Background: an optimization exercise with open tools, aiming at a short achievable clock period and few clock cycles. Do not read the settings as production practice.
In this exercise RTL edits were held to simulation tests only and were not proved equivalent to the original.
Power and IR drop assume default switching activity.

== rev 12 ==
==> flow/design.v (excerpt) <==
module proc (
   halt, imem_addr, dmem_addr, dmem_wdata, dmem_we,
   clk, rst, imem_rdata, dmem_rdata
   );
For scale: ~4200 cells after synthesis, ~850 flip-flops, about 43000 um^2 of cells after synthesis.
Settings: LEC_CHECK=0, ABC_CLOCK_PERIOD_IN_PS=2500, CAP_MARGIN=20, CORE_MARGIN=2, CORE_UTILIZATION=40, SETUP_SLACK_MARGIN=5, SLEW_MARGIN=20; clock period 10.0 ns.
standard.sh (not shown) runs the stock make flow with config.mk's settings and CLKGATE_MAP_FILE= SYNTH_SCRIPT=/design/flow/synth_recipe.tcl, a recipe that flattens the netlist after the stock synthesis.
==> flow/flow/run.sh <==
#!/bin/bash
# The standard layout, with two changes to how it is made (the clock
# period and the constraints are unchanged):
#  - repair_timing aims for a larger setup margin;
#  - synthesis leaves adders to ABC instead of mapping them to the
#    library's full/half adder cells (registers are unchanged).
sed 's/SETUP_SLACK_MARGIN=[0-9.]*/SETUP_SLACK_MARGIN=7 ADDER_MAP_FILE=/' standard.sh > standard_margin.sh
bash standard_margin.sh > standard.log 2>&1
Testbench counts of rev 12, summed over its fixed seeds: cycles 91,842.
### rev 12 -> rev 13
diff --git a/flow/design.v b/flow/design.v
--- a/flow/design.v
+++ b/flow/design.v
@@ -148,32 +148,25 @@
    wire e_late = e_load | e_cmp;
    wire ld_use = e_valid & e_late & ((use1 & hz1_e) | (use2 & hz2_e));
    wire d_stall = d_valid & ld_use;
    reg  [15:0] d_pc2;
    reg  [7:0]  d_hi8_p1, d_hi8_m1;
    reg  [4:0]  d_hi5_p1, d_hi5_m1;
-   wire [4:0]  lo4   = {1'b0, d_pc2[3:0]} + {1'b0, d_instr[3:0]};
-   wire [4:0]  mid0  = {1'b0, d_pc2[7:4]} + {1'b0, d_instr[7:4]};
-   wire [4:0]  mid1  = {1'b0, d_pc2[7:4]} + {1'b0, d_instr[7:4]} + 5'd1;
-   wire [4:0]  mid   = lo4[4] ? mid1 : mid0;
-   wire [3:0]  top0  = {1'b0, d_pc2[10:8]} + {1'b0, d_instr[10:8]};
-   wire [3:0]  top1  = {1'b0, d_pc2[10:8]} + {1'b0, d_instr[10:8]} + 4'd1;
-   wire [3:0]  top   = mid[4] ? top1 : top0;
-   wire [8:0]  br_lo = {mid, lo4[3:0]};
+   wire [8:0]  br_lo = {1'b0, d_pc2[7:0]} + {1'b0, d_instr[7:0]};
    wire [7:0]  br_hi = d_instr[7] ? (br_lo[8] ? d_pc2[15:8] : d_hi8_m1)
                                   : (br_lo[8] ? d_hi8_p1 : d_pc2[15:8]);
    wire [15:0] br_tgt = {br_hi, br_lo[7:0]};
-   wire [11:0] j_lo = {top, mid[3:0], lo4[3:0]};
+   wire [11:0] j_lo = {1'b0, d_pc2[10:0]} + {1'b0, d_instr[10:0]};
    wire [4:0]  j_hi = d_instr[10] ? (j_lo[11] ? d_pc2[15:11] : d_hi5_m1)
                                   : (j_lo[11] ? d_hi5_p1 : d_pc2[15:11]);
    wire [15:0] j_tgt = {j_hi, j_lo[10:0]};
    wire bcnd_eff = i_bcnd & (d_instr[7:0] != 8'd0);
    wire jmp_eff  = (i_j | i_jal) & (d_instr[10:0] != 11'd0);
    wire jr_any   = i_jr | i_jalr;
    wire [15:0] ctl_tgt = ({16{i_bcnd}} & br_tgt) | ({16{~i_bcnd}} & j_tgt);
-   reg  w_zero;              
+   wire w_zero = (w_data == 16'd0);
    wire m_zero = (m_result == 16'd0);
    wire z_e = e_azk;
    wire d_zero = hz1_e ? z_e : hz1_m ? m_zero : w_hit1 ? w_zero : rfz_rs;
    wire d_sign = hz1_m ? m_result[15] : rf1[15];
    wire d_ready = ~hz1_e & ~(hz1_m & (m_load | m_cmp));
    wire d_taken = (op[1:0] == 2'b00) ? d_zero :
@@ -364,13 +357,12 @@
       if (rst) w_wr <= 1'b0;
       else w_wr <= m_wr;
    end
    always @(posedge clk) begin
       w_dst  <= m_dst;
       w_data <= wd_next;
-      w_zero <= (wd_next == 16'd0);
    end
    integer k;
    always @(posedge clk) begin
       if (rst_r) begin
          for (k = 0; k < 8; k = k + 1) begin
             rf[k]  <= 16'd0;
@@ -387,28 +379,22 @@
       u_taken <= e_jr | (e_bcond ? taken : e_dtaken);
       u_ret   <= e_ret;
       u_pc    <= e_pc;
       u_tgt   <= e_jr ? a : e_target;
    end
    reg [BTB_N-1:0] u_hitv;
-   reg [BTB_N-1:0] e_match;
    reg [1:0]       u_ctr;
    integer ui;
    always @(*) begin
       u_ctr = 2'b00;
       for (ui = 0; ui < BTB_N; ui = ui + 1) begin
-         e_match[ui] = btb_v[ui] & (btb_tag[ui] == e_pc[15:1]);
+         u_hitv[ui] = btb_v[ui] & (btb_tag[ui] == u_pc[15:1]);
          u_ctr = u_ctr | ({2{u_hitv[ui]}} & btb_ctr[ui]);
       end
    end
    wire u_match = |u_hitv;
-   wire u_alloc = u_en & ~u_match & u_taken;
-   wire [BTB_N-1:0] alloc_oh = u_alloc ? ({{(BTB_N-1){1'b0}}, 1'b1} << btb_rr) : {BTB_N{1'b0}};
-   always @(posedge clk) begin
-      u_hitv <= (u_alloc & (e_pc == u_pc)) ? alloc_oh : (e_match & ~alloc_oh);
-   end
    wire [1:0] u_inc = (u_ctr == 2'b11) ? 2'b11 : u_ctr + 2'b01;
    wire [1:0] u_dec = (u_ctr == 2'b00) ? 2'b00 : u_ctr - 2'b01;
    integer j;
    always @(posedge clk) begin
       if (rst) begin
          btb_v  <= {BTB_N{1'b0}};
Results
Rev 13 and rev 12 all finish clean.
Lower clock power goes to rev 13 over rev 12.
Rev 13 vs rev 12 — number of cells after detailed placement dropped slightly
Rev 13 vs rev 12, number of gates resized after CTS went up by 140.
Number of distinct library cells after synthesis, rev 13 and rev 12: smaller value in rev 12
Of rev 13 and rev 12, the run reporting the lower final design instance area without fill was rev 12.
Comparing rev 13 and rev 12, post-detailed-placement half-perimeter wirelength is higher on rev 12.
Compared with rev 12, in rev 13 global-route track usage on met2 now sits lower, design internal power shrank by 1.2%.
Testbench counts of rev 13, summed over its fixed seeds: cycles 91,842.

[port drivers added, routing unchanged]
Ports are ideal in the flow. The routed layouts listed here were re-timed in OpenROAD.
Step 1: set_driving_cell puts a clkbuf_16 on clk and a buf_2 on each other input, an assumption about the parent block.
Step 2 also shifts input and output timing later by t, the mid clock arrival at the registers, as if the neighbouring blocks saw the same clock.
a / b / c = ideal ports / drivers / drivers and shift; a / b = the first two.
| run | shift t [ns] | setup WS [ns] | hold slack, ns | worst setup path at the end | latest minus earliest clock arrival (ns) |
|---|---|---|---|---|---|
| rev 12 | 0.739 | 6.553 / 6.553 / 6.303 | 0.338 / 0.338 / 0.338 | input to register | 0.045 / 0.044 |
| rev 13 | 0.757 | 6.677 / 6.606 / 6.005 | 0.324 / 0.324 / 0.324 | input to register | 0.050 / 0.050 |
After both steps every run listed still meets setup and hold. The setup slack of rev 13, which loses most, moves by -0.071 ns with the drivers and by -0.672 ns with both steps.
